This is an optimization exercise on Yosys and OpenROAD, whose aim is small area, a short achievable clock period and few clock cycles, not a production implementation.
In this exercise RTL edits were held to simulation tests only and were not proved equivalent to the original.
No activity file was given, so power comes from the tool's default toggle rates.

### design.v
`timescale 1ns / 1ps
module SimpleCPU(clk, rst, data_fromRAM, wrEn, addr_toRAM, data_toRAM);
input clk, rst;
input wire [31:0] data_fromRAM;
output wire wrEn;
output wire [9:0] addr_toRAM;
output wire [31:0] data_toRAM;
localparam OP_ADD = 3'd0, OP_NAND = 3'd1, OP_SRL = 3'd2, OP_LT = 3'd3,
           OP_CP = 3'd4, OP_CPI = 3'd5, OP_BZJ = 3'd6, OP_MUL = 3'd7;
localparam S_F   = 4'd0,   
           S_D   = 4'd1,   
           S_DR  = 4'd2,   
           S_SB  = 4'd3,   
           S_SA  = 4'd4,   
           S_SI  = 4'd5,   
           S_SBZ = 4'd6,   
           S_ST  = 4'd7,   
           S_SH  = 4'd8,   
           S_MU  = 4'd9,   
           S_W   = 4'd10;  
reg [3:0] state;
reg [9:0] pc;
reg [2:0] op;
reg im;
reg [9:0] fa;
reg [31:0] r1;
reg [32:0] r2;    
reg z;
wire [31:0] din = data_fromRAM;
wire [9:0] pc1 = pc + 10'd1;
wire [9:0] fb = r2[9:0];
assign data_toRAM = r1;
wire st_f   = (state == S_F);
wire st_d   = (state == S_D);
wire st_dr  = (state == S_DR);
wire st_sb  = (state == S_SB);
wire st_sa  = (state == S_SA);
wire st_si  = (state == S_SI);
wire st_sbz = (state == S_SBZ);
wire st_st  = (state == S_ST);
wire st_sh  = (state == S_SH);
wire st_mu  = (state == S_MU);
wire st_w   = (state == S_W);
wire o_add  = (op == OP_ADD);
wire o_nand = (op == OP_NAND);
wire o_srl  = (op == OP_SRL);
wire o_lt   = (op == OP_LT);
wire o_cp   = (op == OP_CP);
wire o_cpi  = (op == OP_CPI);
wire o_bzj  = (op == OP_BZJ);
wire o_mul  = (op == OP_MUL);
wire dec_bus = st_d | (st_sbz & ~z);
wire dec     = dec_bus | st_dr;
wire [2:0] c_op = dec_bus ? din[31:29] : op;
wire       c_im = dec_bus ? din[28]    : im;
wire [9:0] c_fa = dec_bus ? din[23:14] : fa;
wire [9:0] c_fb = dec_bus ? din[9:0]   : fb;
wire c_cpimm = c_im & (c_op == OP_CP);
wire sh_big  = |r2[32:7];
wire sh_left = r2[6];
wire sh_c8   = r2[5] | r2[4];
wire sh_done = sh_big | (r2[5:1] == 5'd0);
wire mu_done = (r2[31:0] == 32'd0);
wire mu_skip = (r2[32:25] == 8'd0);
wire b_zero  = (r1[9:0] == 10'd0);
wire sh_run  = st_sh & ~sh_done;
wire mu_run  = st_mu & ~mu_done;
wire sa_alu  = st_sa & (o_add | o_nand | o_lt);
wire sb_load = st_sb & ~(o_cpi & ~im) & ~o_bzj;
wire a_shl = (st_mu & ~mu_skip) | (sh_run & ~sh_c8 & sh_left);
wire a_inv = st_sa & o_lt;
wire a_r1  = st_sa & (o_add | o_bzj);
wire b_en  = st_sb | st_si | st_sa | (st_mu & r2[32]);
wire [31:0] add_a = ({32{a_shl}} & {r1[30:0], 1'b0}) |
                    ({32{a_inv}} & ~r1) |
                    ({32{a_r1}}  & r1);
wire [31:0] add_b = din & {32{b_en}};
wire [32:0] sum = {1'b0, add_a} + {1'b0, add_b} + {32'd0, a_inv};
wire r1_imm  = dec;
wire r1_sum  = sb_load | st_si | (st_sa & (o_add | o_srl)) | (mu_run & ~mu_skip) |
               (sh_run & ~sh_c8 & sh_left);
wire r1_nand = st_sa & o_nand;
wire r1_lt   = st_sa & o_lt;
wire r1_shl8 = (mu_run & mu_skip) | (sh_run & sh_c8 & sh_left);
wire r1_shr8 = sh_run & sh_c8 & ~sh_left;
wire r1_shr1 = sh_run & ~sh_c8 & ~sh_left;
wire r1_clr  = (st_sa & o_mul) | (st_sh & sh_big);
wire r1_en   = r1_imm | r1_sum | r1_nand | r1_lt | r1_shl8 | r1_shr8 | r1_shr1 | r1_clr;
wire [31:0] r1_d = ({32{r1_imm}}  & {22'd0, c_fb}) |
                   ({32{r1_sum}}  & sum[31:0]) |
                   ({32{r1_nand}} & ~(din & r1)) |
                   ({32{r1_lt}}   & {31'd0, ~sum[32]}) |
                   ({32{r1_shl8}} & {r1[23:0], 8'd0}) |
                   ({32{r1_shr8}} & {8'd0, r1[31:8]}) |
                   ({32{r1_shr1}} & {1'b0, r1[31:1]});
wire r2_ld   = st_sa & (o_srl | (o_mul & ~im));
wire r2_ldi  = st_sa & o_mul & im;
wire r2_sh1  = mu_run & ~mu_skip;
wire r2_sh8  = mu_run & mu_skip;
wire r2_fb   = dec | st_w;
wire [32:0] r2_d = ({33{r2_ld}}  & {r1, 1'b1}) |
                   ({33{r2_ldi}} & {r1[9:0], 1'b1, 22'd0}) |
                   ({33{r2_sh1}} & {r2[31:0], 1'b0}) |
                   ({33{r2_sh8}} & {r2[24:0], 8'd0}) |
                   ({33{r2_fb}}  & {23'd0, st_w ? din[9:0] : c_fb});
wire r2_en = r2_ld | r2_ldi | r2_sh1 | r2_sh8 | r2_fb;
wire [4:0] sh_cnt_d = sh_c8 ? {r2[5:4] - 2'd1, r2[3:1]} : {r2[5:4], r2[3:1] - 3'd1};
wire pc_inc = (dec & c_cpimm) | (st_sb & (o_bzj | o_cp | o_cpi) & ~(o_cpi & ~im)) |
              st_si | sa_alu | (st_sh & sh_done) | (st_mu & mu_done);
wire pc_din = st_st | (st_sa & o_bzj & b_zero);
wire pc_sum = st_sa & o_bzj & ~b_zero;
wire ad_pc  = st_f;
wire ad_dlo = (dec_bus & ~din[28]) | (st_sb & o_cpi & ~im) | pc_din;
wire ad_dhi = dec_bus & din[28] & (din[31:29] != OP_CP);
wire ad_fb  = (st_dr & ~im) | (st_sa & o_cpi);
wire ad_fa  = (st_dr & im & ~o_cp) | (st_sb & ~o_cpi & ~o_bzj & ~o_cp) | (st_sbz & z) |
              (st_sa & o_mul) | mu_run | st_w;
wire ad_pc1 = ~(ad_pc | ad_dlo | ad_dhi | ad_fb | ad_fa);
assign addr_toRAM = ({10{ad_pc}}  & pc) |
                    ({10{ad_pc1}} & pc1) |
                    ({10{ad_dlo}} & din[9:0]) |
                    ({10{ad_dhi}} & din[23:14]) |
                    ({10{ad_fb}}  & fb) |
                    ({10{ad_fa}}  & fa);
assign wrEn = st_w;
reg [3:0] state_n;
always @(*) begin
    state_n = state;
    if (dec)
        state_n = ~c_im ? S_SB : c_cpimm ? S_W : S_SA;
    else case (state)
        S_F:   state_n = S_D;
        S_SB:  state_n = (o_cpi & ~im) ? S_SI : o_bzj ? S_SBZ :
                         (o_cp | o_cpi) ? S_W : S_SA;
        S_SI:  state_n = S_W;
        S_SBZ: state_n = S_ST;
        S_ST:  state_n = S_D;
        S_SA:  state_n = o_srl ? S_SH : o_mul ? S_MU : o_cpi ? S_SB :
                         o_bzj ? (b_zero ? S_D : S_F) : S_W;
        S_SH:  if (sh_done) state_n = S_W;
        S_MU:  if (mu_done) state_n = S_W;
        S_W:   state_n = (fa == pc) ? S_F : S_DR;
        default: state_n = S_F;
    endcase
    if (rst) state_n = S_F;
end
always @(posedge clk) begin
    state <= state_n;
    if (rst)         pc <= 10'd0;
    else if (pc_inc) pc <= pc1;
    else if (pc_din) pc <= din[9:0];
    else if (pc_sum) pc <= sum[9:0];
    if (dec | st_w) begin
        op <= st_w ? din[31:29] : c_op;
        im <= st_w ? din[28]    : c_im;
        fa <= st_w ? din[23:14] : c_fa;
    end else if (st_sa & o_cpi)
        fa <= din[9:0];
    if (r1_en) r1 <= r1_d;
    if (r2_en) r2 <= r2_d;
    else if (sh_run) r2[5:1] <= sh_cnt_d;
    if (st_sb) z <= (din == 32'd0);
end
endmodule
### run.sh
#!/bin/bash
# synth_recipe.tcl (not shown) runs the flow's synth.tcl, then flattens the netlist and writes it again
# the make line also repeats each setting of config.mk as NAME=value (left out here)
make -C /OpenROAD-flow-scripts/flow DESIGN_CONFIG=/design/flow/config.mk WORK_HOME=/design/flow/orfs CLKGATE_MAP_FILE= SYNTH_SCRIPT=/design/flow/synth_recipe.tcl finish
### config.mk
export PLATFORM = sky130hd
export DESIGN_NAME = SimpleCPU
export DESIGN_NICKNAME = SimpleCPU
export VERILOG_FILES = /design/flow/design.v
export SDC_FILE = /design/flow/constraint.sdc
export NUM_CORES = 4
export LEC_CHECK = 0
export CAP_MARGIN = 20
export CORE_MARGIN = 2
export CORE_UTILIZATION = 40
export SLEW_MARGIN = 20
### constraint.sdc
create_clock -name core_clock -period 9.0 [get_ports {clk}]
set_input_delay 1.8000 -clock core_clock [delete_from_list [all_inputs] [get_ports {clk}]]
set_output_delay 1.8000 -clock core_clock [all_outputs]
set_load 0.01 [all_outputs]
==> metrics.md, run 1 <==
| Metric | Value |
|---|---|
| Post-synth design cell area | `8950 sq um` |
| Global-route wire length before repair | `53.4 mm` |
| LEAKAGE | `~3.7 nW` |
| Area grow syn2layout | `12.9%` |
| Pwr Density | `340 nW/um^2` |
| Asr flop ratio synth | `0%` |
| Final hold violations | `0` |
| Adder-cell share of the synthesized area | `5.20%` |
| Ys flop type | `edfxtp_1` |
| Maximum VDD drop | `0.158 mV` |
| Post-CTS Setup Repair Bufs | `0` |
| Total grt overflow | `0` |
| # hold bufs at CTS | `0` |
| Io pins | `77` |
| Share of Yosys cell area claimed by the top area cell type | `26.9%` |
| Total wire length | `35.0 mm` |
| Worst slew pin tran | `1020 ps` |
| RSZ-0062 raised after global routing | `no` |
| Post-route cell area | `10,100 sq um` |
| Yosys reg bits | `between 90 and 100` |
| Fmax | `158 MHz` |
| Syn Area/Cell | `8.20 sq um` |
| Post-detail-place hpwl | `24.5 mm` |
| TritonRoute pass-1 iters | `8` |
| Final setup vio count | `0` |
| Tcrit/Tclk final | `around 70%` |
| Skew final | `13.1 ps` |
| Power, Total | `0.00344 W` |
| Critical Path Source Type | `register` |
| Main combinational cell family by area after synthesis | `compound AO/OA/AOI/OAI gates` |
| Largest net degree at the start of global routing | `36` |
| Cell Area, Placed | `slightly below 10,000 sq um` |
| TritonCTS clock tree | `yes` |
| Post-synthesis sequential area ratio | `30.0%` |
| CTS root buf | `clkbuf_16` |
| Final nets | `1,168` |
| Final-report max-slew violation count | `0` |
| Initial antenna violation count | `3` |
| Wirelength per Cell | `25.3 um` |
| Number of buffers inserted by port buffering | `between 70 and 80` |
| Slew margin rel. | `a little under a third` |
| Status | `no timing/DRC/antenna violations` |
| Drt drc | `0` |
| Die W | `154 um` |
| Antenna-violating nets left | `0` |
| Die height | `about 150 um` |
| GRT Overall Usage | `between 20% and 30%` |
| CTS buffer count | `9` |
| TNS Setup | `0 ps` |
| Clock Sink Count | `94` |
| Netlist cell types | `73` |
| Min Tclk post-route | `6320 ps` |
| Clock latency at the later pin of the worst-skew pair | `360 ps` |
| Critical path endpoint category | `output port` |
| Critical Path RT | `7200 ps` |
| Worst EP arrival | `4520 ps` |
| Post-synth EDFFs | `80` |
| Vias in the first global route | `8,591` |
| Yosys warns | `1` |
| CTS Buffer Depth | `2` |
| Die area | `23,600 sq um` |
| Post-synthesis compound-gate area fraction | `~32%` |
| Crit path max fanout | `11` |
| DRT iter0 DRCs | `1,334` |
| Via count | `9,283` |
| Initial Util | `approximately two fifths` |
| Simple-gate share of the synthesized area | `18.5%` |
| Cell Rows | `54` |
| Post-synth top area cell | `edfxtp_1` |
| Htree depth | `3` |
| RePlAce Congestion | `0.929` |
| CORE AREA | `21,900 sq um` |
| Layout cells sized above 1 | `6.98%` |
| MaxCap Viol Count | `0` |
| Clock transition at path regs | `70 ps` |
| Ranking of synthesized cells by area | `edfxtp_1 (27%), a21oi_1 (6.7%), a221o_1 (6.7%), o21ai_0 (5.7%), ha_1 (4.8%)` |
| Post-Synth XOR/XNOR Area | `~4.6%` |
| Hold Path Class | `reg2reg` |
| Cells after Synth | `1,091` |
| Syn nets | `1,161` |
| Via/cell ratio | `roughly 6.7` |
| CTS resizes | `0` |
| Critical Setup Path Class | `reg2out` |
| Mux cell area share after synthesis | `3.02%` |
[cells in the mapped netlist, types with 5 or more instances]
cell	instances
a31oi_1	12
mux2i_1	18
dfxtp_1	14
mux2_2	8
a21oi_1	120
o21ai_1	6
a222oi_1	19
or2_2	5
inv_1	31
and3_1	9
a21o_1	18
o211ai_1	9
a221oi_1	19
nor2b_1	34
nor4_1	17
edfxtp_1	80
nor2_1	87
or3_1	5
nand3_1	20
o21ai_0	101
nand2b_1	9
o21a_1	5
nand4_1	11
nor3_1	10
o31ai_1	5
clkbuf_1	83
xor2_1	24
xnor2_1	23
a221o_1	60
a211oi_1	7
buf_2	9
ha_1	34
nand2_1	100
a22oi_1	13
[layout by cell type (no fill, tap or decap), types with 6 or more instances in the layout]
master | Yosys | final
ha_1 | 34 | 34
nor3_1 | 10 | 8
mux2i_1 | 18 | 18
a222oi_1 | 19 | 19
nand2b_1 | 9 | 9
a221o_1 | 60 | 60
o21ai_1 | 6 | 6
nand3_1 | 20 | 20
a21oi_1 | 120 | 120
a21o_1 | 18 | 18
a211oi_1 | 7 | 6
clkdlybuf4s50_1 | 0 | 76
nand2_1 | 100 | 100
a221oi_1 | 19 | 19
nor2_1 | 87 | 85
o211ai_1 | 9 | 9
xnor2_1 | 23 | 23
nor4_1 | 17 | 17
dfxtp_1 | 14 | 14
a31oi_1 | 12 | 12
o21ai_0 | 101 | 99
and3_1 | 9 | 9
clkbuf_16 | 0 | 9
inv_1 | 31 | 30
edfxtp_1 | 80 | 80
a22oi_1 | 13 | 13
xor2_1 | 24 | 24
mux2_2 | 8 | 8
nand4_1 | 11 | 11
nor2b_1 | 34 | 34
buf_4 | 2 | 23
[stage by stage]
stage	cells	util [%]	hold slack [ps]	setup slack, ps
6_report	1384	46.1	585	2680
5_1_grt	1383	46.1	634	2540
4_1_cts	1383	46.1	575	2750
3_5_place_dp	1367	44.8	565	2750
3_3_place_gp	1367	44.8	571	2850
2_1_floorplan	1091	-	511	4150
[metal layers]
| metal | share of wire (%) | up-vias | track usage (%) |
|---|---|---|---|
| met3 | 11 | 90 | 5.27 |
| met4 | 4.1 | 0 | 12.9 |
| met5 | 0 | - | 0 |
| met2 | 44 | 612 | 44.6 |
| met1 | 41 | 4401 | 40.3 |
| li1 | - | 4180 | - |
[state kept, by name, indices dropped and copies added (netlist names)]
| signal | cells |
|---|---|
| state | 4 |
| r2 | 33 |
| op | 3 |
| pc | 10 |
| z | 1 |
| r1 | 32 |
| fa | 10 |
| im | 1 |
[logic make-up (layout without fill, tap and decap cells)]
logic type	after synthesis	count (layout)
AO/OA/AOI/OAI	422	422
XOR/XNOR	47	47
adder cells (fa/ha/maj)	36	36
buffers and inverters	135	147
flip-flops	94	94
multiplexers	26	26
other	0	1
AND/OR/NAND/NOR	331	331
[area by class of cell]
type / instances / area [sq um]
clock buffer: 9 / 225
antenna: 1 / 2.50
tap: 280 / 350
multi-input combinational: 862 / 5730
inverter: 32 / 120
sequential: 94 / 2680
timing repair buffer: 99 / 933
fill: 2188 / 11800
clock inverter: 7 / 52.6
[final timing paths]
check | start | endpoint | slack, ps | cells after the start
setup / recovery | r1[5]$_DFFE_PP_ | addr_toRAM[7] | 2680 | 7
hold reg to reg | pc[0]$_SDFFE_PP0P_ | pc[0]$_SDFFE_PP0P_ | 580 | 2
hold / removal | pc[0]$_SDFFE_PP0P_ | pc[0]$_SDFFE_PP0P_ | 580 | 2
setup reg to reg | state[0]$_SDFFE_PP0P_ | r1[28]$_DFFE_PP_ | 3430 | 17
[power breakdown]
part | leakage (nW) | switching, W | internal [W]
Sequential | 0.893 | 0.000464 | 0.000818
Clock | 0.137 | 0.000189 | 0.000191
Combinational | 2.66 | 0.00108 | 0.000690
[critical path, cell delays in order (launching register included)]
cell,delay (ps)
edfxtp_1,620
or4_1,580
nor4_1,830
a31oi_1,310
o21ai_1,830
nor3_4,180
a221o_1,350
clkdlybuf4s50_1,480
Testbench counts, summed over its fixed seeds: cycles 35,578.
==> run 2, diff against run 1 <==
--- a/design.v
+++ b/design.v
@@ -26,6 +26,7 @@
 reg [31:0] r1;
 reg [32:0] r2;    
 reg z;
+reg fw;           
 wire [31:0] din = data_fromRAM;
 wire [9:0] pc1 = pc + 10'd1;
 wire [9:0] fb = r2[9:0];
@@ -51,11 +52,13 @@
 wire o_mul  = (op == OP_MUL);
 wire dec_bus = st_d | (st_sbz & ~z);
 wire dec     = dec_bus | st_dr;
+wire fwd     = st_dr & fw & ~im & ~o_cpi;
+wire dec_rd  = dec & ~fwd;
 wire [2:0] c_op = dec_bus ? din[31:29] : op;
 wire       c_im = dec_bus ? din[28]    : im;
 wire [9:0] c_fa = dec_bus ? din[23:14] : fa;
 wire [9:0] c_fb = dec_bus ? din[9:0]   : fb;
-wire c_cpimm = c_im & (c_op == OP_CP);
+wire c_cpimm = st_dr & im & o_cp;
 wire sh_big  = |r2[32:7];
 wire sh_left = r2[6];
 wire sh_c8   = r2[5] | r2[4];
@@ -65,9 +68,9 @@
 wire b_zero  = (r1[9:0] == 10'd0);
 wire sh_run  = st_sh & ~sh_done;
 wire mu_run  = st_mu & ~mu_done;
-wire sa_alu  = st_sa & (o_add | o_nand | o_lt);
+wire sa_alu  = st_sa & (o_add | o_nand | o_lt | o_cp);
 wire sb_load = st_sb & ~(o_cpi & ~im) & ~o_bzj;
-wire a_shl = (st_mu & ~mu_skip) | (sh_run & ~sh_c8 & sh_left);
+wire a_shl = st_mu | (st_sh & sh_left);
 wire a_inv = st_sa & o_lt;
 wire a_r1  = st_sa & (o_add | o_bzj);
 wire b_en  = st_sb | st_si | st_sa | (st_mu & r2[32]);
@@ -76,7 +79,7 @@
                     ({32{a_r1}}  & r1);
 wire [31:0] add_b = din & {32{b_en}};
 wire [32:0] sum = {1'b0, add_a} + {1'b0, add_b} + {32'd0, a_inv};
-wire r1_imm  = dec;
+wire r1_imm  = dec_rd;
 wire r1_sum  = sb_load | st_si | (st_sa & (o_add | o_srl)) | (mu_run & ~mu_skip) |
                (sh_run & ~sh_c8 & sh_left);
 wire r1_nand = st_sa & o_nand;
@@ -97,7 +100,7 @@
 wire r2_ldi  = st_sa & o_mul & im;
 wire r2_sh1  = mu_run & ~mu_skip;
 wire r2_sh8  = mu_run & mu_skip;
-wire r2_fb   = dec | st_w;
+wire r2_fb   = dec_rd | st_w;
 wire [32:0] r2_d = ({33{r2_ld}}  & {r1, 1'b1}) |
                    ({33{r2_ldi}} & {r1[9:0], 1'b1, 22'd0}) |
                    ({33{r2_sh1}} & {r2[31:0], 1'b0}) |
@@ -105,15 +108,15 @@
                    ({33{r2_fb}}  & {23'd0, st_w ? din[9:0] : c_fb});
 wire r2_en = r2_ld | r2_ldi | r2_sh1 | r2_sh8 | r2_fb;
 wire [4:0] sh_cnt_d = sh_c8 ? {r2[5:4] - 2'd1, r2[3:1]} : {r2[5:4], r2[3:1] - 3'd1};
-wire pc_inc = (dec & c_cpimm) | (st_sb & (o_bzj | o_cp | o_cpi) & ~(o_cpi & ~im)) |
+wire pc_inc = (dec_rd & c_cpimm) | (fwd & (o_cp | o_bzj)) | (st_sb & (o_bzj | o_cp | o_cpi) & ~(o_cpi & ~im)) |
               st_si | sa_alu | (st_sh & sh_done) | (st_mu & mu_done);
 wire pc_din = st_st | (st_sa & o_bzj & b_zero);
 wire pc_sum = st_sa & o_bzj & ~b_zero;
 wire ad_pc  = st_f;
 wire ad_dlo = (dec_bus & ~din[28]) | (st_sb & o_cpi & ~im) | pc_din;
-wire ad_dhi = dec_bus & din[28] & (din[31:29] != OP_CP);
-wire ad_fb  = (st_dr & ~im) | (st_sa & o_cpi);
-wire ad_fa  = (st_dr & im & ~o_cp) | (st_sb & ~o_cpi & ~o_bzj & ~o_cp) | (st_sbz & z) |
+wire ad_dhi = dec_bus & din[28];
+wire ad_fb  = (st_dr & ~im & ~fwd) | (st_sa & o_cpi);
+wire ad_fa  = (st_dr & im & ~o_cp) | (fwd & ~o_cp & ~o_bzj) | (st_sb & ~o_cpi & ~o_bzj & ~o_cp) | (st_sbz & z) |
               (st_sa & o_mul) | mu_run | st_w;
 wire ad_pc1 = ~(ad_pc | ad_dlo | ad_dhi | ad_fb | ad_fa);
 assign addr_toRAM = ({10{ad_pc}}  & pc) |
@@ -126,7 +129,9 @@
 reg [3:0] state_n;
 always @(*) begin
     state_n = state;
-    if (dec)
+    if (fwd)
+        state_n = o_cp ? S_W : o_bzj ? S_SBZ : S_SA;
+    else if (dec)
         state_n = ~c_im ? S_SB : c_cpimm ? S_W : S_SA;
     else case (state)
         S_F:   state_n = S_D;
@@ -160,5 +165,7 @@
     if (r2_en) r2 <= r2_d;
     else if (sh_run) r2[5:1] <= sh_cnt_d;
     if (st_sb) z <= (din == 32'd0);
+    else if (fwd) z <= (r1 == 32'd0);
+    if (st_w) fw <= (din[9:0] == fa);
 end
 endmodule
--- a/config.mk
+++ b/config.mk
@@ -8,4 +8,5 @@
 export CAP_MARGIN = 20
 export CORE_MARGIN = 2
 export CORE_UTILIZATION = 40
+export SETUP_SLACK_MARGIN = 4.5
 export SLEW_MARGIN = 20
==> run 2 against run 1 <==
Effect of this change: first-iteration DRC count up 6.4%; core utilization up 1.2 points; cell count up 7.6%; worst hold slack improved by 60 ps; sequential power decreased by 4%; wire length rose by 8.3%; design area rose by 9.7%; power grew 4.6%; sequential share of layout area shrank 2.0 points; clock skew about the same; critical path depth is 2 lower; register-to-register slack better by 1200 ps; largest cell class unchanged; highest routed layer unchanged.
==> metrics.md, run 2 <==
| Metric | Value |
|---|---|
| Status | `no timing/DRC/antenna violations` |
| Slew margin rel. | `between 30 and 40%` |
| Largest reg by FF count | `r2` |
| Skew final | `13.6 ps` |
| M1 wire length | `15.6 mm` |
| Pwr Density | `around 320 nW/um^2` |
| Ranking of synthesized cells by area | `edfxtp_1 (26%), a21oi_1 (4.9%), a221o_1 (4.7%), ha_1 (4.5%), nand2_1 (4.3%)` |
| Leading cell type by number of instances after synthesis | `nand2_1` |
| CTS root buf | `clkbuf_16` |
| Clock transition at path regs | `80 ps` |
| Clock Power Share | `11.6%` |
| Io pins | `slightly below 80` |
| GRT Overall Usage | `29.9%` |
| Critical path endpoint category | `output port` |
| Crit path max fanout | `6` |
| Drt drc | `0` |
| Die area | `about 25,000 sq um` |
| Clock Sink Count | `95` |
| Yosys warns | `1` |
| Tcrit/Tclk final | `51.2%` |
| Global-route wire length before repair | `about 56 mm` |
| Pre-CTS WS | `3370 ps` |
| DRT iter0 DRCs | `1,419` |
| Yosys reg bits | `95` |
| LEAKAGE | `4.19 nW` |
| Clock latency at the later pin of the worst-skew pair | `360 ps` |
| Fmax | `217 MHz` |
| Initial antenna violation count | `0` |
| P_sw | `0.00178 W` |
| CTS Buffer Depth | `2` |
| Initial Util | `roughly two fifths` |
| Total wire length | `37.9 mm` |
| Cell Area, Placed | `10,300 sq um` |
| Most frequent cells in the layout | `nand2_1 (109), a21oi_1 (90), nor2_1 (83)` |
| Switch share | `49.6%` |
| Netlist cell types | `80` |
| CTS buffer count | `9` |
| Syn nets | `1,204` |
| Share of Yosys cell area claimed by the top area cell type | `25.6%` |
| Post-detail-place hpwl | `25.9 mm` |
| Antenna-violating nets left | `0` |
| Ys flop type | `edfxtp_1` |
| Vias in the first global route | `approximately 9.0k` |
| Power, Total | `between 0.003 and 0.004 W` |
| DR top layer | `met4` |
| Cell Int Power | `0.00181 W` |
| Worst EP arrival | `2810 ps` |
| Post-synth top area cell | `edfxtp_1` |
| Post-synth design cell area | `about 9500 sq um` |
| Die height | `~160 um` |
| Maximum VDD drop | `0.133 mV` |
| Post-synthesis sequential area ratio | `28.6%` |
| Final hold violations | `0` |
| Min Tclk post-route | `around 4600 ps` |
| Cell Rows | `56` |
| Via count | `between 9k and 10k` |
| Largest regs | `r2: 33 flops, r1: 32 flops` |
| RSZ-0062 raised after global routing | `yes` |
| DR WL met2 | `between 15 and 20 mm` |
| Flop pwr share | `34.2%` |
| RePlAce Congestion | `~0.97` |
| Antenna Cells | `0` |
| Post-synth EDFFs | `81` |
| Area grow syn2layout | `16.8%` |
| Final nets | `~1.2k` |
| Gate power share | `54.2%` |
| Number of buffers inserted by port buffering | `76` |
| Max FFs per register | `33` |
| Slack of the critical path | `4390 ps` |
| Met3 wire len | `roughly 3.8 mm` |
| Critical Path Source Type | `input pin` |
| Critical Setup Path Class | `in2out` |
| TNS Setup | `0 ps` |
| Final setup vio count | `0` |
| # hold bufs at CTS | `0` |
| CORE AREA | `23,400 sq um` |
| Layout cells sized above 1 | `17.5%` |
| Htree depth | `3` |
| Die W | `158 um` |
| TritonRoute pass-1 iters | `8` |
| MaxCap Viol Count | `0` |
| Synth cell count leaders | `nand2_1 (109), a21oi_1 (93), nor2_1 (85)` |
| Syn Area/Cell | `approximately 8.4 sq um` |
| Largest net degree at the start of global routing | `35` |
| Worst slew pin tran | `1010 ps` |
| TritonCTS clock tree | `yes` |
| Hold slack | `645 ps` |
| Commonest non-fill, non-tap cell in the layout | `nand2_1` |
| Total grt overflow | `0` |
| Asr flop ratio synth | `0%` |
| Final-report max-slew violation count | `0` |
| Critical Path RT | `7200 ps` |
| Via/cell ratio | `6.57` |
| Post-route cell area | `11,100 sq um` |
| Cells after Synth | `between 1k and 1.5k` |
| Wirelength per Cell | `25.5 um` |
| Hold Path Class | `reg2reg` |
-- run 2: final timing paths --
kind / startpoint / to / slack, ps / depth (start not counted)
max: data_fromRAM[28] / addr_toRAM[9] / 4390 / 5
min: pc[1]$_SDFFE_PP0P_ / pc[1]$_SDFFE_PP0P_ / 640 / 2
max reg2reg: state[2]$_SDFFE_PP0P_ / r1[30]$_DFFE_PP_ / 4610 / 14
min reg2reg: pc[1]$_SDFFE_PP0P_ / pc[1]$_SDFFE_PP0P_ / 640 / 2
-- run 2: power by group through the flow --
stage | clock network [W] | logic (W) | registers, W
finish | 0.000418 | 0.00195 | 0.00123
global route | 0.000436 | 0.00208 | 0.00124
CTS | 0.000421 | 0.00182 | 0.00122
detailed placement | 0 | 0.00169 | 0.00127
global placement | 0 | 0.00168 | 0.00127
floorplan | 0 | 0.00128 | 0.000952
-- run 2: final cells by class --
cell class / instances / area, sq um
multi-input combinational: 904 / 6480
inverter: 20 / 75.1
clock buffer: 9 / 225
clock inverter: 7 / 78.8
fill: 2328 / 12300
tap: 319 / 399
timing repair buffer: 135 / 1090
sequential: 95 / 2730
-- run 2: kinds of logic after synthesis --
group	after synthesis	synth area share, %
compound gates	384	29.2
simple gates	374	20.2
buf+inv	139	6.48
flops	95	28.6
xor+xnor	59	5.45
mux	47	5.16
fa+ha+maj	36	4.91
-- run 2: critical path, cell delays in order --
cell       delay [ps]
buf_12            110
and2_4            150
a222oi_1          390
o2111ai_2         170
buf_2             180
-- run 2: per-layer routing --
metal / track usage, % / vias to the layer above
met4: 12.0 / 0
met3: 7.20 / 88
met5: 0 / -
met2: 46.5 / 554
met1: 40.0 / 4725
li1: - / 4409
-- run 2: timing repair --
| item | in CTS | in global routing |
|---|---|---|
| setup endpoints to repair | 40 | 24 |
| resized for setup | 152 | 44 |
| setup buffers | 14 | 28 |
| pin swaps | 28 | 28 |
| gates cloned | 4 | 0 |
-- run 2: stage by stage --
stage	util (%)	instances
floorplan	-	1134
global placement	43.9	1427
detailed placement	43.9	1427
CTS	46.3	1461
global route	47.3	1489
finish	47.3	1489
Testbench counts of run 2, summed over its fixed seeds: cycles 33,437.
==> run 3, diff against run 2 <==
--- a/design.v
+++ b/design.v
@@ -27,6 +27,8 @@
 reg [32:0] r2;    
 reg z;
 reg fw;           
+reg fwa;          
+reg sw;           
 wire [31:0] din = data_fromRAM;
 wire [9:0] pc1 = pc + 10'd1;
 wire [9:0] fb = r2[9:0];
@@ -53,21 +55,23 @@
 wire dec_bus = st_d | (st_sbz & ~z);
 wire dec     = dec_bus | st_dr;
 wire fwd     = st_dr & fw & ~im & ~o_cpi;
-wire dec_rd  = dec & ~fwd;
+wire fwda    = st_dr & fwa & ~fw & ~im & (o_add | o_nand | o_lt);
+wire dec_rd  = dec & ~fwd & ~fwda;
 wire [2:0] c_op = dec_bus ? din[31:29] : op;
 wire       c_im = dec_bus ? din[28]    : im;
 wire [9:0] c_fa = dec_bus ? din[23:14] : fa;
 wire [9:0] c_fb = dec_bus ? din[9:0]   : fb;
 wire c_cpimm = st_dr & im & o_cp;
-wire sh_big  = |r2[32:7];
+wire sa_big  = |r1[31:6];
+wire sa_sh0  = sa_big | (r1[4:0] == 5'd0);
 wire sh_left = r2[6];
 wire sh_c8   = r2[5] | r2[4];
-wire sh_done = sh_big | (r2[5:1] == 5'd0);
-wire mu_done = (r2[31:0] == 32'd0);
+wire sh_last = sh_c8 ? ((r2[5:4] == 2'b01) & (r2[3:1] == 3'd0)) : (r2[3:1] == 3'd1);
 wire mu_skip = (r2[32:25] == 8'd0);
+wire mu_last = mu_skip ? (r2[23:0] == 24'd0) : (r2[30:0] == 31'd0);
 wire b_zero  = (r1[9:0] == 10'd0);
-wire sh_run  = st_sh & ~sh_done;
-wire mu_run  = st_mu & ~mu_done;
+wire sh_run  = st_sh;
+wire mu_run  = st_mu;
 wire sa_alu  = st_sa & (o_add | o_nand | o_lt | o_cp);
 wire sb_load = st_sb & ~(o_cpi & ~im) & ~o_bzj;
 wire a_shl = st_mu | (st_sh & sh_left);
@@ -78,25 +82,28 @@
                     ({32{a_inv}} & ~r1) |
                     ({32{a_r1}}  & r1);
 wire [31:0] add_b = din & {32{b_en}};
-wire [32:0] sum = {1'b0, add_a} + {1'b0, add_b} + {32'd0, a_inv};
+wire a_cin = a_inv & ~sw;
+wire [33:0] sum_x = {1'b0, add_a, 1'b1} + {1'b0, add_b, a_cin};
+wire [32:0] sum = sum_x[33:1];
+wire lt = sw ? sum[32] : ~sum[32];
 wire r1_imm  = dec_rd;
-wire r1_sum  = sb_load | st_si | (st_sa & (o_add | o_srl)) | (mu_run & ~mu_skip) |
+wire r1_sum  = sb_load | st_si | (st_sa & (o_add | (o_srl & ~sa_big))) | (mu_run & ~mu_skip) |
                (sh_run & ~sh_c8 & sh_left);
 wire r1_nand = st_sa & o_nand;
 wire r1_lt   = st_sa & o_lt;
 wire r1_shl8 = (mu_run & mu_skip) | (sh_run & sh_c8 & sh_left);
 wire r1_shr8 = sh_run & sh_c8 & ~sh_left;
 wire r1_shr1 = sh_run & ~sh_c8 & ~sh_left;
-wire r1_clr  = (st_sa & o_mul) | (st_sh & sh_big);
+wire r1_clr  = (st_sa & (o_mul | (o_srl & sa_big)));
 wire r1_en   = r1_imm | r1_sum | r1_nand | r1_lt | r1_shl8 | r1_shr8 | r1_shr1 | r1_clr;
 wire [31:0] r1_d = ({32{r1_imm}}  & {22'd0, c_fb}) |
                    ({32{r1_sum}}  & sum[31:0]) |
                    ({32{r1_nand}} & ~(din & r1)) |
-                   ({32{r1_lt}}   & {31'd0, ~sum[32]}) |
+                   ({32{r1_lt}}   & {31'd0, lt}) |
                    ({32{r1_shl8}} & {r1[23:0], 8'd0}) |
                    ({32{r1_shr8}} & {8'd0, r1[31:8]}) |
                    ({32{r1_shr1}} & {1'b0, r1[31:1]});
-wire r2_ld   = st_sa & (o_srl | (o_mul & ~im));
+wire r2_ld   = st_sa & ((o_srl & ~sa_sh0) | (o_mul & ~im));
 wire r2_ldi  = st_sa & o_mul & im;
 wire r2_sh1  = mu_run & ~mu_skip;
 wire r2_sh8  = mu_run & mu_skip;
@@ -109,7 +116,7 @@
 wire r2_en = r2_ld | r2_ldi | r2_sh1 | r2_sh8 | r2_fb;
 wire [4:0] sh_cnt_d = sh_c8 ? {r2[5:4] - 2'd1, r2[3:1]} : {r2[5:4], r2[3:1] - 3'd1};
 wire pc_inc = (dec_rd & c_cpimm) | (fwd & (o_cp | o_bzj)) | (st_sb & (o_bzj | o_cp | o_cpi) & ~(o_cpi & ~im)) |
-              st_si | sa_alu | (st_sh & sh_done) | (st_mu & mu_done);
+              st_si | sa_alu | (st_sa & o_srl & sa_sh0) | (st_sh & sh_last) | (st_mu & mu_last);
 wire pc_din = st_st | (st_sa & o_bzj & b_zero);
 wire pc_sum = st_sa & o_bzj & ~b_zero;
 wire ad_pc  = st_f;
@@ -117,7 +124,7 @@
 wire ad_dhi = dec_bus & din[28];
 wire ad_fb  = (st_dr & ~im & ~fwd) | (st_sa & o_cpi);
 wire ad_fa  = (st_dr & im & ~o_cp) | (fwd & ~o_cp & ~o_bzj) | (st_sb & ~o_cpi & ~o_bzj & ~o_cp) | (st_sbz & z) |
-              (st_sa & o_mul) | mu_run | st_w;
+              (st_sa & o_mul) | (st_mu & ~mu_last) | st_w;
 wire ad_pc1 = ~(ad_pc | ad_dlo | ad_dhi | ad_fb | ad_fa);
 assign addr_toRAM = ({10{ad_pc}}  & pc) |
                     ({10{ad_pc1}} & pc1) |
@@ -131,6 +138,8 @@
     state_n = state;
     if (fwd)
         state_n = o_cp ? S_W : o_bzj ? S_SBZ : S_SA;
+    else if (fwda)
+        state_n = S_SA;
     else if (dec)
         state_n = ~c_im ? S_SB : c_cpimm ? S_W : S_SA;
     else case (state)
@@ -140,10 +149,10 @@
         S_SI:  state_n = S_W;
         S_SBZ: state_n = S_ST;
         S_ST:  state_n = S_D;
-        S_SA:  state_n = o_srl ? S_SH : o_mul ? S_MU : o_cpi ? S_SB :
+        S_SA:  state_n = o_srl ? (sa_sh0 ? S_W : S_SH) : o_mul ? S_MU : o_cpi ? S_SB :
                          o_bzj ? (b_zero ? S_D : S_F) : S_W;
-        S_SH:  if (sh_done) state_n = S_W;
-        S_MU:  if (mu_done) state_n = S_W;
+        S_SH:  if (sh_last) state_n = S_W;
+        S_MU:  if (mu_last) state_n = S_W;
         S_W:   state_n = (fa == pc) ? S_F : S_DR;
         default: state_n = S_F;
     endcase
@@ -167,5 +176,7 @@
     if (st_sb) z <= (din == 32'd0);
     else if (fwd) z <= (r1 == 32'd0);
     if (st_w) fw <= (din[9:0] == fa);
+    if (st_w) fwa <= (din[23:14] == fa);
+    if (dec) sw <= fwda;
 end
 endmodule
--- a/config.mk
+++ b/config.mk
@@ -7,6 +7,6 @@
 export LEC_CHECK = 0
 export CAP_MARGIN = 20
 export CORE_MARGIN = 2
-export CORE_UTILIZATION = 40
+export CORE_UTILIZATION = 60
 export SETUP_SLACK_MARGIN = 4.5
 export SLEW_MARGIN = 20
==> run 3 against run 2 <==
Effect of this change: die area down 32%; clock power down 2%; core utilization up 24 points; via count up 9.3%; largest power group unchanged.
==> metrics.md, run 3 <==
| Metric | Value |
|---|---|
| Ranking of synthesized cells by area | `edfxtp_1 (26%), a221o_1 (7.7%), a21oi_1 (7.0%), ha_1 (4.7%), xnor2_1 (4.5%)` |
| TritonCTS clock tree | `yes` |
| Largest regs | `r2: 33 flops, r1: 32 flops` |
| Clock latency at the later pin of the worst-skew pair | `approximately 370 ps` |
| Non-Filler Instances | `between 1k and 1.5k` |
| CTS buffer count | `9` |
| Pwr Density | `359 nW/um^2` |
| Ys flop type | `edfxtp_1` |
| Critical Path Max Stage Delay | `320 ps` |
| FILL cells | `1,313` |
| Post-synth top area cell | `edfxtp_1` |
| Post-synth design cell area | `9540 sq um` |
| Placed Instances | `around 1.4k` |
| FF-to-FF Start | `state[0]$_SDFFE_PP0P_` |
| Final hold violations | `0` |
| Cells after Synth | `1,184` |
| MaxCap Viol Count | `0` |
| RSZ-0062 raised after global routing | `yes` |
| Io pins | `77` |
| Initial Util | `60.7%` |
| Critical-path top delay cell | `a221o_1` |
| Final core occ | `around 71%` |
| Maximum VDD drop | `approximately 0.29 mV` |
| Hold Path Class | `reg2reg` |
| TNS Setup | `0 ps` |
| Vias in the first global route | `just under 10k` |
| Layout cells sized above 1 | `between 10% and 20%` |
| Min Tclk post-route | `4570 ps` |
| Skew final | `around 21 ps` |
| Most frequent cells in the layout | `a21oi_1 (124), nor2_1 (104), nand2_1 (102)` |
| Via/cell ratio | `7.44` |
| Number of buffers inserted by port buffering | `76` |
| Syn Area/Cell | `8.06 sq um` |
| Worst slew pin tran | `1080 ps` |
| LEAKAGE | `around 4.3 nW` |
| Max FFs per register | `33` |
| Wirelength per Cell | `between 20 and 30 um` |
| CTS Buffer Depth | `2` |
| Area grow syn2layout | `17.3%` |
| Antenna Cells | `0` |
| Largest net degree at the start of global routing | `36` |
| Yosys warns | `1` |
| Syn nets | `1,255` |
| Hold depth | `2` |
| Cell Rows | `46` |
| Die W | `130 um` |
| Cell Area, Placed | `10,300 sq um` |
| Critical path endpoint category | `output port` |
| Critical Setup Path Class | `in2out` |
| DRT iter0 DRCs | `approximately 1.5k` |
| Total grt overflow | `0` |
| Netlist cell types | `70` |
| # hold bufs at CTS | `0` |
| Final nets | `roughly 1.3k` |
| TritonRoute pass-1 iters | `7` |
| Clock Sink Count | `97` |
| Global-route wire length before repair | `~56 mm` |
| Antenna-violating nets left | `0` |
| Total wire length | `38.3 mm` |
| Critical path cell sequence | `buf_12 > and2_4 > a221o_1 > a21oi_1 > o21ai_1 > buf_2` |
| Tcrit/Tclk final | `50.8%` |
| Post-route cell area | `11,200 sq um` |
| CORE AREA | `15,700 sq um` |
| Worst EP arrival | `2770 ps` |
| Leading cell type by number of instances after synthesis | `a21oi_1` |
| Drt drc | `0` |
| Die height | `130 um` |
| Pre-CTS WS | `~3300 ps` |
| Post-detail-place hpwl | `25.6 mm` |
| Final-report max-slew violation count | `0` |
| GRT Overall Usage | `about 44%` |
| Initial antenna violation count | `0` |
| Final setup vio count | `0` |
| Path depth of the worst reg2reg path | `15` |
| Largest reg by FF count | `r2` |
| Critical Path Source | `data_fromRAM[28]` |
| Crit path max fanout | `6` |
| RePlAce Congestion | `around 1.0` |
| Commonest non-fill, non-tap cell in the layout | `a21oi_1` |
| Clock transition at path regs | `70 ps` |
| Critical Path RT | `between 7000 and 8000 ps` |
| Share of Yosys cell area claimed by the top area cell type | `26.1%` |
| Status | `no timing/DRC/antenna violations` |
| Via count | `between 10k and 15k` |
| CTS root buf | `clkbuf_16` |
| Critical Path Source Type | `input pin` |
| Htree depth | `3` |
| Synth cell count leaders | `a21oi_1 (134), nand2_1 (105), nor2_1 (105)` |
| Post-synth EDFFs | `a little over 80` |
| Die area | `16,900 sq um` |
| Slack of the critical path | `approximately 4400 ps` |
| Yosys reg bits | `97` |
| Fmax | `219 MHz` |
| Asr flop ratio synth | `0%` |
| Worst Min Path Start | `pc[3]$_SDFFE_PP0P_` |
| Post-synthesis sequential area ratio | `29.1%` |
| Slew margin rel. | `28.0%` |
==> run 3: final cells by class <==
class                   count  area, sq um  area share (%)
multi-input cells         958         6680            59.7
flip-flops and latches     97         2790            24.9
repair buffers            127         1080            9.65
well taps                 216          270            2.42
clock buffers               9          225            2.01
inverters                  22         82.6           0.738
clock inverters             7         71.3           0.637
==> run 3: timing repair <==
action                                  in CTS  in global routing
pin swaps                                   14                 17
buffers inserted                            16                 17
gates cloned                                 1                  3
endpoints found under the setup margin      32                 22
hold endpoints to repair                     0                  0
gates resized for setup                    160                 56
==> run 3: stage by stage <==
stage | hold slack [ps] | total power (W)
after floorplan | 538 | 0.00247
final | 571 | 0.00402
after global routing | 616 | 0.00416
after CTS | 569 | 0.00377
after global placement | 557 | 0.00330
after detailed placement | 559 | 0.00332
==> run 3: where the power goes <==
part,leakage (nW),internal [W],switching [W]
clock,0.145,0.000197,0.000211
sequential,0.933,0.000849,0.000484
combinational,3.23,0.000888,0.00139
total,4.31,0.00193,0.00208
==> run 3: path summary, 6_finish.rpt <==
kind / endpoint / slack [ps]
max: addr_toRAM[3] / 4430
min: pc[3]$_SDFFE_PP0P_ / 570
max reg2reg: r1[29]$_DFFE_PP_ / 4600
min reg2reg: pc[3]$_SDFFE_PP0P_ / 570
==> run 3: cell families after synthesis <==
kind of cell	share of synthesized area (%)
AOI/OAI and AO/OA	28.5
and+or+nand+nor	21.0
buffers and inverters	5.34
DFF	29.1
xor gates and xnor gates	6.24
muxes	4.89
adders and majority gates	4.93
==> run 3: metal layers <==
metal	GRT usage, %	up-vias	part of all wire (%)
met1	57.3	4941	36
met4	23.7	0	6.1
li1	-	4550	-
met3	13.0	222	15
met5	0	-	0
met2	65.1	970	42
==> run 3: worst max-delay path: cells and delay by family <==
kind,cells,cell delay [ps]
compound gates,3,540
buf+inv,2,250
simple gates,1,180
Testbench counts of run 3, summed over its fixed seeds: cycles 31,797.
==> run 4, diff against run 3 <==
--- a/design.v
+++ b/design.v
@@ -29,6 +29,7 @@
 reg fw;           
 reg fwa;          
 reg sw;           
+reg mlq;          
 wire [31:0] din = data_fromRAM;
 wire [9:0] pc1 = pc + 10'd1;
 wire [9:0] fb = r2[9:0];
@@ -68,7 +69,10 @@
 wire sh_c8   = r2[5] | r2[4];
 wire sh_last = sh_c8 ? ((r2[5:4] == 2'b01) & (r2[3:1] == 3'd0)) : (r2[3:1] == 3'd1);
 wire mu_skip = (r2[32:25] == 8'd0);
-wire mu_last = mu_skip ? (r2[23:0] == 24'd0) : (r2[30:0] == 31'd0);
+wire mu_last = mlq;
+function mu_last_of(input [32:0] x);
+    mu_last_of = (x[32:25] == 8'd0) ? (x[23:0] == 24'd0) : (x[30:0] == 31'd0);
+endfunction
 wire b_zero  = (r1[9:0] == 10'd0);
 wire sh_run  = st_sh;
 wire mu_run  = st_mu;
@@ -171,6 +175,7 @@
     end else if (st_sa & o_cpi)
         fa <= din[9:0];
     if (r1_en) r1 <= r1_d;
+    mlq <= mu_last_of(r2_en ? r2_d : r2);
     if (r2_en) r2 <= r2_d;
     else if (sh_run) r2[5:1] <= sh_cnt_d;
     if (st_sb) z <= (din == 32'd0);
==> flow/run.sh (new file) <==
#!/bin/bash
# The standard layout (standard.sh: standard synthesis, floorplan, place,
# CTS, route, finish), with one change: buffer_ports uses plain
# sky130_fd_sc_hd__buf_1 cells for the port buffers instead of the resizer's
# default choice (clkdlybuf4s50_1, 2.7x the area). Every port still gets a
# buffer. make's full output goes to flow.log; ORFS keeps each step's own log
# under orfs/logs/.
set -euo pipefail
bash standard.sh "BUFFER_PORTS_ARGS=-buffer_cell sky130_fd_sc_hd__buf_1" finish > flow.log 2>&1
==> standard.sh (new file) <==
#!/bin/bash
# synth_recipe.tcl (not shown) runs the flow's synth.tcl, then flattens the netlist and writes it again
# the make line also repeats each setting of config.mk as NAME=value (left out here)
make -C /OpenROAD-flow-scripts/flow DESIGN_CONFIG=/design/flow/config.mk WORK_HOME=/design/flow/orfs CLKGATE_MAP_FILE= SYNTH_SCRIPT=/design/flow/synth_recipe.tcl "${@:-finish}"
removed: run.sh
==> run 4 against run 3 <==
Effect of this change: still clean on timing, DRC and antenna; sequential power grew 3%; power down 10%; wire length is 2.1% lower; die area up 1.9%; combinational power is about 20% lower; design area decreased by 4.4%; sequential share of layout area increased by 1.3 points; setup slack got worse by 190 ps; clock skew shrank 6.8 ps; non-clock buffer count down 11; critical endpoint is now addr_toRAM[0]; largest cell class unchanged; largest power group unchanged.
==> metrics.md, run 4 <==
| Metric | Value |
|---|---|
| # hold bufs at CTS | `0` |
| Area grow syn2layout | `9.95%` |
| Largest net degree at the start of global routing | `36` |
| Via/cell ratio | `7.37` |
| Vias in the first global route | `9,646` |
| Total wire length | `37.6 mm` |
| Clock Power Share | `11.5%` |
| Cell Area, Placed | `10,100 sq um` |
| Worst EP arrival | `2960 ps` |
| RR Endpoint | `r1[31]$_DFFE_PP_` |
| Critical path endpoint category | `output port` |
| Crit path max fanout | `6` |
| Initial antenna violation count | `1` |
| Slack of the critical path | `4240 ps` |
| Antenna-violating nets left | `0` |
| Switch share | `between 50% and 60%` |
| LEAKAGE | `4.03 nW` |
| Final hold violations | `0` |
| MaxCap Viol Count | `0` |
| Critical Path Source Type | `input pin` |
| Clock Sink Count | `98` |
| Gate power share | `50.3%` |
| TritonRoute pass-1 iters | `8` |
| Die W | `between 100 and 150 um` |
| Io pins | `77` |
| Worst Min Path Start | `pc[4]$_SDFFE_PP0P_` |
| Tcrit/Tclk final | `52.9%` |
| Placed Instances | `1,391` |
| Pwr Density | `336 nW/um^2` |
| Total grt overflow | `0` |
| Critical Path Source | `data_fromRAM[28]` |
| Most frequent cells in the layout | `a21oi_1 (121), nor2_1 (103), o21ai_0 (89)` |
| TritonCTS clock tree | `yes` |
| Cells after Synth | `1,193` |
| Layout cells sized above 1 | `12.4%` |
| Global-route wire length before repair | `56.8 mm` |
| Syn nets | `1,264` |
| Critical Path Max Stage Delay | `440 ps` |
| Hold depth | `2` |
| Skew final | `13.8 ps` |
| Wirelength per Cell | `26.4 um` |
| CORE AREA | `15,900 sq um` |
| Largest regs | `r2: 33 flops, r1: 32 flops` |
| Buf+Inv Stages, Crit Path | `3` |
| Post-synth top area cell | `edfxtp_1` |
| TNS Setup | `0 ps` |
| RePlAce Congestion | `about 1` |
| Maximum VDD drop | `0.231 mV` |
| Slew margin rel. | `29.3%` |
| Asr flop ratio synth | `0%` |
| Critical Setup Path Class | `in2out` |
| Sequential Area | `2800 sq um` |
| CTS root buf | `clkbuf_16` |
| RSZ-0062 raised after global routing | `yes` |
| P_sw | `0.00188 W` |
| Fmax | `roughly 210 MHz` |
| Path depth of the worst reg2reg path | `15` |
| FILL cells | `between 1k and 1.5k` |
| Flop pwr share | `38.2%` |
| Drt drc | `0` |
| Syn Area/Cell | `8.16 sq um` |
| Synth cell count leaders | `a21oi_1 (124), clkbuf_1 (105), nor2_1 (105)` |
| Share of Yosys cell area claimed by the top area cell type | `25.6%` |
| Cell Rows | `46` |
| Hold path endpoint | `pc[4]$_SDFFE_PP0P_` |
| Initial Util | `61.3%` |
| Post-detail-place hpwl | `between 20 and 30 mm` |
| Htree depth | `3` |
| Final nets | `1,273` |
| Ys flop type | `edfxtp_1` |
| R2r setup slk | `4690 ps` |
| Family with the most delay on the worst path | `compound AO/OA/AOI/OAI gates` |
| GRT Overall Usage | `42.3%` |
| Yosys reg bits | `around 100` |
| Post-synth design cell area | `9730 sq um` |
| CTS buffer count | `9` |
| Ranking of synthesized cells by area | `edfxtp_1 (26%), a21oi_1 (6.4%), a221o_1 (6.4%), ha_1 (4.6%), o21ai_0 (4.6%)` |
| Netlist cell types | `73` |
| Min Tclk post-route | `~4800 ps` |
| Critical-path top delay cell | `a221o_2` |
| FF-to-FF Start | `state[2]$_SDFFE_PP0P_` |
| Hold Path Class | `reg2reg` |
| Non-Filler Instances | `1,423` |
| Post-synthesis sequential area ratio | `28.7%` |
| Final setup vio count | `0` |
| Power, Total | `0.00360 W` |
| Cell Int Power | `0.00172 W` |
| Max FFs per register | `33` |
| Status | `no timing/DRC/antenna violations` |
| Clock latency at the later pin of the worst-skew pair | `360 ps` |
| Die height | `roughly 130 um` |
| Critical Path RT | `7200 ps` |
| Commonest non-fill, non-tap cell in the layout | `a21oi_1` |
| Clock transition at path regs | `70 ps` |
| Post-synth EDFFs | `83` |
| Number of buffers inserted by port buffering | `76` |
| CTS Buffer Depth | `2` |
| Die area | `17,300 sq um` |
| Yosys warns | `1` |
| Worst slew pin tran | `between 1000 and 1500 ps` |
| Critical path cell sequence | `buf_8 > inv_4 > a221o_2 > nor2_4 > nand2_4 > o211ai_1 > buf_2` |
| DRT iter0 DRCs | `1,990` |
| Largest reg by FF count | `r2` |
| Antenna Cells | `0` |
| Pre-CTS WS | `3680 ps` |
| Post-route cell area | `10,700 sq um` |
| Leading cell type by number of instances after synthesis | `a21oi_1` |
| Via count | `~10k` |
| Final-report max-slew violation count | `0` |
| Multi-input logic area | `6600 sq um` |
run 4: worst max-delay path by stage:
| stage | to | slack (ps) | cells after the start |
|---|---|---|---|
| after CTS | addr_toRAM[0] | 4200 | 7 |
| after global placement | addr_toRAM[5] | 3790 | 7 |
| after detailed placement | addr_toRAM[5] | 3680 | 9 |
| after global routing | addr_toRAM[4] | 4180 | 7 |
| final | addr_toRAM[0] | 4240 | 7 |
| after floorplan | addr_toRAM[2] | 4510 | 5 |
run 4: metrics by stage:
stage,utilization [%],hold WS [ps]
floorplan,-,548
global placement,63.3,589
detailed placement,63.3,596
CTS,66.5,606
global route,67.4,650
finish,67.4,619
run 4: cells by family (layout without fill, tap and decap cells):
family          Yosys count  after routing  synth area share [%]
xor+xnor                 68             68                  6.12
simple gates            392            394                  20.9
compound gates          413            413                  28.9
buf+inv                 139            151                  5.59
fa+ha+maj                38             38                  4.94
flops                    98             98                  28.7
mux                      45             45                  4.83
run 4: final cells by class:
class / count / share of cell area, %
clock inverter: 7 / 0.725
multi-input combinational: 958 / 61.7
clock buffer: 9 / 2.10
timing repair inverter: 1 / 0.0468
timing repair buffer: 116 / 6.10
tap: 216 / 2.53
inverter: 18 / 0.690
sequential: 98 / 26.1
run 4: repair_timing:
item / CTS / global route
pin swaps: 13 / 8
setup buffers: 8 / 5
cloned: 1 / 2
endpoints found under the hold margin: 0 / 0
endpoints found under the setup margin: 36 / 25
gates resized for setup: 51 / 19
run 4: power groups by stage:
stage | logic [W] | registers, W | clock network, W
final | 0.00181 | 0.00137 | 0.000415
after global routing | 0.00193 | 0.00138 | 0.000433
after CTS | 0.00172 | 0.00133 | 0.000412
after detailed placement | 0.00165 | 0.00133 | 0
after global placement | 0.00164 | 0.00133 | 0
after floorplan | 0.00134 | 0.000988 | 0
run 4: tightest hold or removal path: cells and delay by family, from the launching register on:
| kind | cells | cell delay, ps |
|---|---|---|
| AO/OA/AOI/OAI | 1 | 70 |
| flip-flops | 1 | 380 |
| AND/OR/NAND/NOR | 1 | 120 |
run 4: metal layers:
layer | routed length, um | global-route usage [%] | up-vias | share of wire [%]
li1 | - | - | 4563 | -
met2 | 15800 | 62.5 | 886 | 42
met3 | 5560 | 11.3 | 148 | 15
met4 | 1940 | 17.0 | 0 | 5.2
met5 | 0 | 0 | - | 0
met1 | 14300 | 58.8 | 4891 | 38
Testbench counts of run 4, summed over its fixed seeds: cycles 31,797.
==> run 5, diff against run 4 <==
--- a/design.v
+++ b/design.v
@@ -100,7 +100,8 @@
 wire r1_shr1 = sh_run & ~sh_c8 & ~sh_left;
 wire r1_clr  = (st_sa & (o_mul | (o_srl & sa_big)));
 wire r1_en   = r1_imm | r1_sum | r1_nand | r1_lt | r1_shl8 | r1_shr8 | r1_shr1 | r1_clr;
-wire [31:0] r1_d = ({32{r1_imm}}  & {22'd0, c_fb}) |
+wire [31:0] r1_d = ({32{~r1_en}}  & r1) |
+                   ({32{r1_imm}}  & {22'd0, c_fb}) |
                    ({32{r1_sum}}  & sum[31:0]) |
                    ({32{r1_nand}} & ~(din & r1)) |
                    ({32{r1_lt}}   & {31'd0, lt}) |
@@ -174,7 +175,7 @@
         fa <= st_w ? din[23:14] : c_fa;
     end else if (st_sa & o_cpi)
         fa <= din[9:0];
-    if (r1_en) r1 <= r1_d;
+    r1 <= r1_d;
     mlq <= mu_last_of(r2_en ? r2_d : r2);
     if (r2_en) r2 <= r2_d;
     else if (sh_run) r2[5:1] <= sh_cnt_d;
==> run 5 against run 4 <==
Effect of this change: critical endpoint is now addr_toRAM[8]; sequential power is 13% lower; largest cell class unchanged; combinational power is 15% higher; critical path type unchanged; register-to-register slack worse by 60 ps; synthesized area is 3.6% lower; still clean on timing, DRC and antenna; die area is 3.5% lower.
==> metrics.md, run 5 <==
| Metric | Value |
|---|---|
| Critical path endpoint category | `output port` |
| Cell Int Power | `0.00174 W` |
| TritonRoute pass-1 iters | `8` |
| Slew margin rel. | `36.3%` |
| GRT Overall Usage | `between 40% and 50%` |
| Global-route wire length before repair | `between 50 and 60 mm` |
| Drt drc | `0` |
| Sequential Area | `2490 sq um` |
| Maximum VDD drop | `0.197 mV` |
| Power, Total | `~0.0037 W` |
| Die height | `129 um` |
| Syn nets | `1,269` |
| Fmax | `214 MHz` |
| Critical Path Source Type | `input pin` |
| Critical Path Max Stage Delay | `380 ps` |
| Largest regs | `r2: 33 flops, r1: 32 flops` |
| Via/cell ratio | `7.24` |
| Clock latency at the later pin of the worst-skew pair | `360 ps` |
| Worst Min Path Start | `r2[30]$_DFFE_PN_` |
| Leading cell type by number of instances after synthesis | `nand2_1` |
| Status | `no timing/DRC/antenna violations` |
| FF-to-FF Start | `state[1]$_SDFFE_PP0P_` |
| Antenna-violating nets left | `0` |
| Buf+Inv Stages, Crit Path | `3` |
| Tcrit/Tclk final | `51.9%` |
| Share of Yosys cell area claimed by the top area cell type | `roughly 16%` |
| Die area | `16,700 sq um` |
| Critical Setup Path Class | `in2out` |
| Yosys reg bits | `98` |
| Hold Path Class | `reg2reg` |
| Switch share | `52.7%` |
| Largest net degree at the start of global routing | `36` |
| MaxCap Viol Count | `0` |
| Post-detail-place hpwl | `roughly 25 mm` |
| Critical Path RT | `a little over 7000 ps` |
| RR Endpoint | `r1[0]$_DFF_P_` |
| Hold slack | `619 ps` |
| Most frequent cells in the layout | `nand2_1 (117), a21oi_1 (104), nor2_1 (95)` |
| TNS Setup | `0 ps` |
| LEAKAGE | `4.03 nW` |
| Final setup vio count | `0` |
| Worst slew pin tran | `between 900 and 1000 ps` |
| Placed Instances | `1,401` |
| Syn Area/Cell | `7.84 sq um` |
| Post-synthesis sequential area ratio | `26.3%` |
| Worst EP arrival | `2870 ps` |
| RSZ-0062 raised after global routing | `yes` |
| Total wire length | `36.5 mm` |
| DRT iter0 DRCs | `1,703` |
| CORE AREA | `15,300 sq um` |
| Final hold violations | `0` |
| Commonest non-fill, non-tap cell in the layout | `nand2_1` |
| Final-report max-slew violation count | `0` |
| TritonCTS clock tree | `yes` |
| Family with the most delay on the worst path | `compound AO/OA/AOI/OAI gates` |
| Synth cell count leaders | `nand2_1 (117), a21oi_1 (112), nor2_1 (96)` |
| Crit path max fanout | `7` |
| Asr flop ratio synth | `0%` |
| Largest reg by FF count | `r2` |
| Critical-path top delay cell | `a222oi_1` |
| Non-Filler Instances | `1,430` |
| Flop pwr share | `32.4%` |
| Initial Util | `between 60% and 70%` |
| Hold depth | `3` |
| Initial antenna violation count | `0` |
| Yosys warns | `1` |
| R2r setup slk | `4630 ps` |
| P_sw | `0.00194 W` |
| Final nets | `1,285` |
| CTS buffer count | `9` |
| Htree depth | `3` |
| Gate power share | `56.6%` |
| Die W | `129 um` |
| Number of buffers inserted by port buffering | `76` |
| CTS root buf | `clkbuf_16` |
| Layout cells sized above 1 | `about an eighth` |
| RePlAce Congestion | `1.07` |
| Post-synth EDFFs | `slightly above 50` |
| Skew final | `13.5 ps` |
| FILL cells | `1,308` |
| Post-synth design cell area | `9390 sq um` |
| Path depth of the worst reg2reg path | `16` |
| Max FFs per register | `33` |
| Ranking of synthesized cells by area | `edfxtp_1 (16%), dfxtp_1 (10%), a221o_1 (6.8%), a21oi_1 (6.0%), xnor2_1 (4.9%)` |
| Clock Sink Count | `98` |
| Netlist cell types | `80` |
| Vias in the first global route | `9,202` |
| CTS Buffer Depth | `2` |
| Hold path endpoint | `mlq$_DFF_P_` |
| Min Tclk post-route | `4670 ps` |
| Io pins | `77` |
| Cells after Synth | `1,198` |
| Cell Rows | `45` |
| Area grow syn2layout | `10.1%` |
| Multi-input logic area | `around 6400 sq um` |
| Antenna Cells | `0` |
| Critical path cell sequence | `buf_1 > buf_6 > and2_4 > a222oi_1 > o211ai_1 > buf_2` |
| Clock Power Share | `11.0%` |
| Ys flop type | `edfxtp_1` |
| Via count | `10.4k` |
| Wirelength per Cell | `approximately 26 um` |
| Clock transition at path regs | `80 ps` |
| Pwr Density | `356 nW/um^2` |
| Total grt overflow | `0` |
| Post-synth top area cell | `edfxtp_1` |
==> run 5: changes by cell type in the layout (fill, tap and decap cells not counted), moves of 12 or more <==
cell,change
nand2_1,+39
edfxtp_1,-32
dfxtp_1,+28
inv_1,+28
o21ai_0,-20
a21oi_1,-17
a221oi_1,+17
mux2i_1,-16
nand2b_1,-13
nand3_1,+12
==> run 5: per-stage QoR <==
step | utilization (%) | setup WS [ps] | area, sq um
after floorplan | - | 4580 | 9390
final | 67.7 | 4330 | 10300
after global routing | 67.7 | 4260 | 10300
after detailed placement | 63.5 | 4030 | 9690
after CTS | 66.5 | 4370 | 10100
after global placement | 63.5 | 4030 | 9690
==> run 5: layer usage <==
metal / GRT usage [%] / up-vias / wire length, um
met4: 19.5 / 0 / 1750
li1: - / 4544 / -
met5: 0 / - / 0
met3: 11.7 / 144 / 5090
met2: 65.7 / 864 / 16100
met1: 56.6 / 4803 / 13600
==> run 5: layout make-up <==
cell class | instances | share of cell area [%]
Timing Repair Buffer | 119 | 6.66
Tap cell | 211 | 2.55
Clock inverter | 6 | 0.642
Sequential cell | 98 | 24.1
Clock buffer | 10 | 2.22
Multi-Input combinational cell | 941 | 62.2
Inverter | 45 | 1.67
==> run 5: worst max-delay path by stage <==
stage / from / end / slack [ps] / cells past startpoint
2_1_floorplan: data_fromRAM[28] / addr_toRAM[6] / 4580 / 6
5_1_grt: data_fromRAM[28] / addr_toRAM[9] / 4260 / 6
3_3_place_gp: state[1]$_SDFFE_PP0P_ / r1[29]$_DFF_P_ / 4030 / 16
4_1_cts: data_fromRAM[28] / addr_toRAM[8] / 4370 / 6
6_report: data_fromRAM[28] / addr_toRAM[8] / 4330 / 6
3_5_place_dp: data_fromRAM[28] / addr_toRAM[9] / 4030 / 6
==> run 5: power groups by stage <==
stage          clock, W  sequential, W  combinational [W]
3_3_place_gp          0        0.00117            0.00188
3_5_place_dp          0        0.00117            0.00189
4_1_cts        0.000402        0.00116            0.00195
2_1_floorplan         0       0.000901            0.00150
6_report       0.000404        0.00119            0.00209
5_1_grt        0.000420        0.00120            0.00221
==> run 5: timing repair <==
| action | 4_1_cts | 5_1_grt |
|---|---|---|
| pin swaps | 14 | 7 |
| endpoints found under the setup margin | 28 | 23 |
| hold buffers | 0 | 0 |
| gates cloned | 1 | 2 |
| resized for setup | 41 | 26 |
| hold endpoints to repair | 0 | 0 |
| setup buffers | 4 | 5 |
==> run 5: cell families after synthesis <==
kind of cell,after synthesis,synth area share (%)
and+or+nand+nor,403,21.3
AOI/OAI and AO/OA,402,30.4
buffers and inverters,161,7.36
DFF,98,26.3
xor gates and xnor gates,68,6.35
adders and majority gates,39,5.23
muxes,27,3.07
==> run 5: tightest hold or removal path, stage by stage (launching register included) <==
cell and delay, ps:
edfxtp_1 340, nor2_1 70, nand2_1 80, a2111oi_2 80
Testbench counts of run 5, summed over its fixed seeds: cycles 31,797.

## port drivers added, routing unchanged
No port has a modelled driver above. Below, the same layouts with a new extraction and two added sets of constraints. Step 1 sets driving cells, clkbuf_16 on the clock port and buf_2 on the other inputs (assumed; they add their load-dependent delay and slew). Step 2, shift: input delay + t, output delay - t, t = (earliest + latest rising clock arrival at the registers) / 2. This alone moves slack from input paths to output paths. Three values: ideal ports, drivers, drivers and shift; two values: the first two.
run | shift t [ns] | slack for setup (ns) | worst setup path after step 2 | slew at the worst register clock pin (ns) | pins driven straight from the clock port
run 1 | 0.400 | 2.681 / 2.634 / 2.688 | input to output | 0.08 / 0.08 | 1
run 2 | 0.404 | 4.389 / 4.340 / 4.132 | input to register | 0.08 / 0.08 | 1
run 3 | 0.409 | 4.428 / 4.380 / 4.152 | input to register | 0.09 / 0.09 | 1
run 4 | 0.404 | 4.242 / 4.190 / 4.190 | input to output | 0.08 / 0.08 | 1
run 5 | 0.400 | 4.332 / 4.312 / 4.272 | input to register | 0.08 / 0.08 | 1
After both steps setup and hold are still met in every run listed. The setup slack of run 3, which loses most, moves by -0.048 ns with the drivers and by -0.276 ns with both steps.
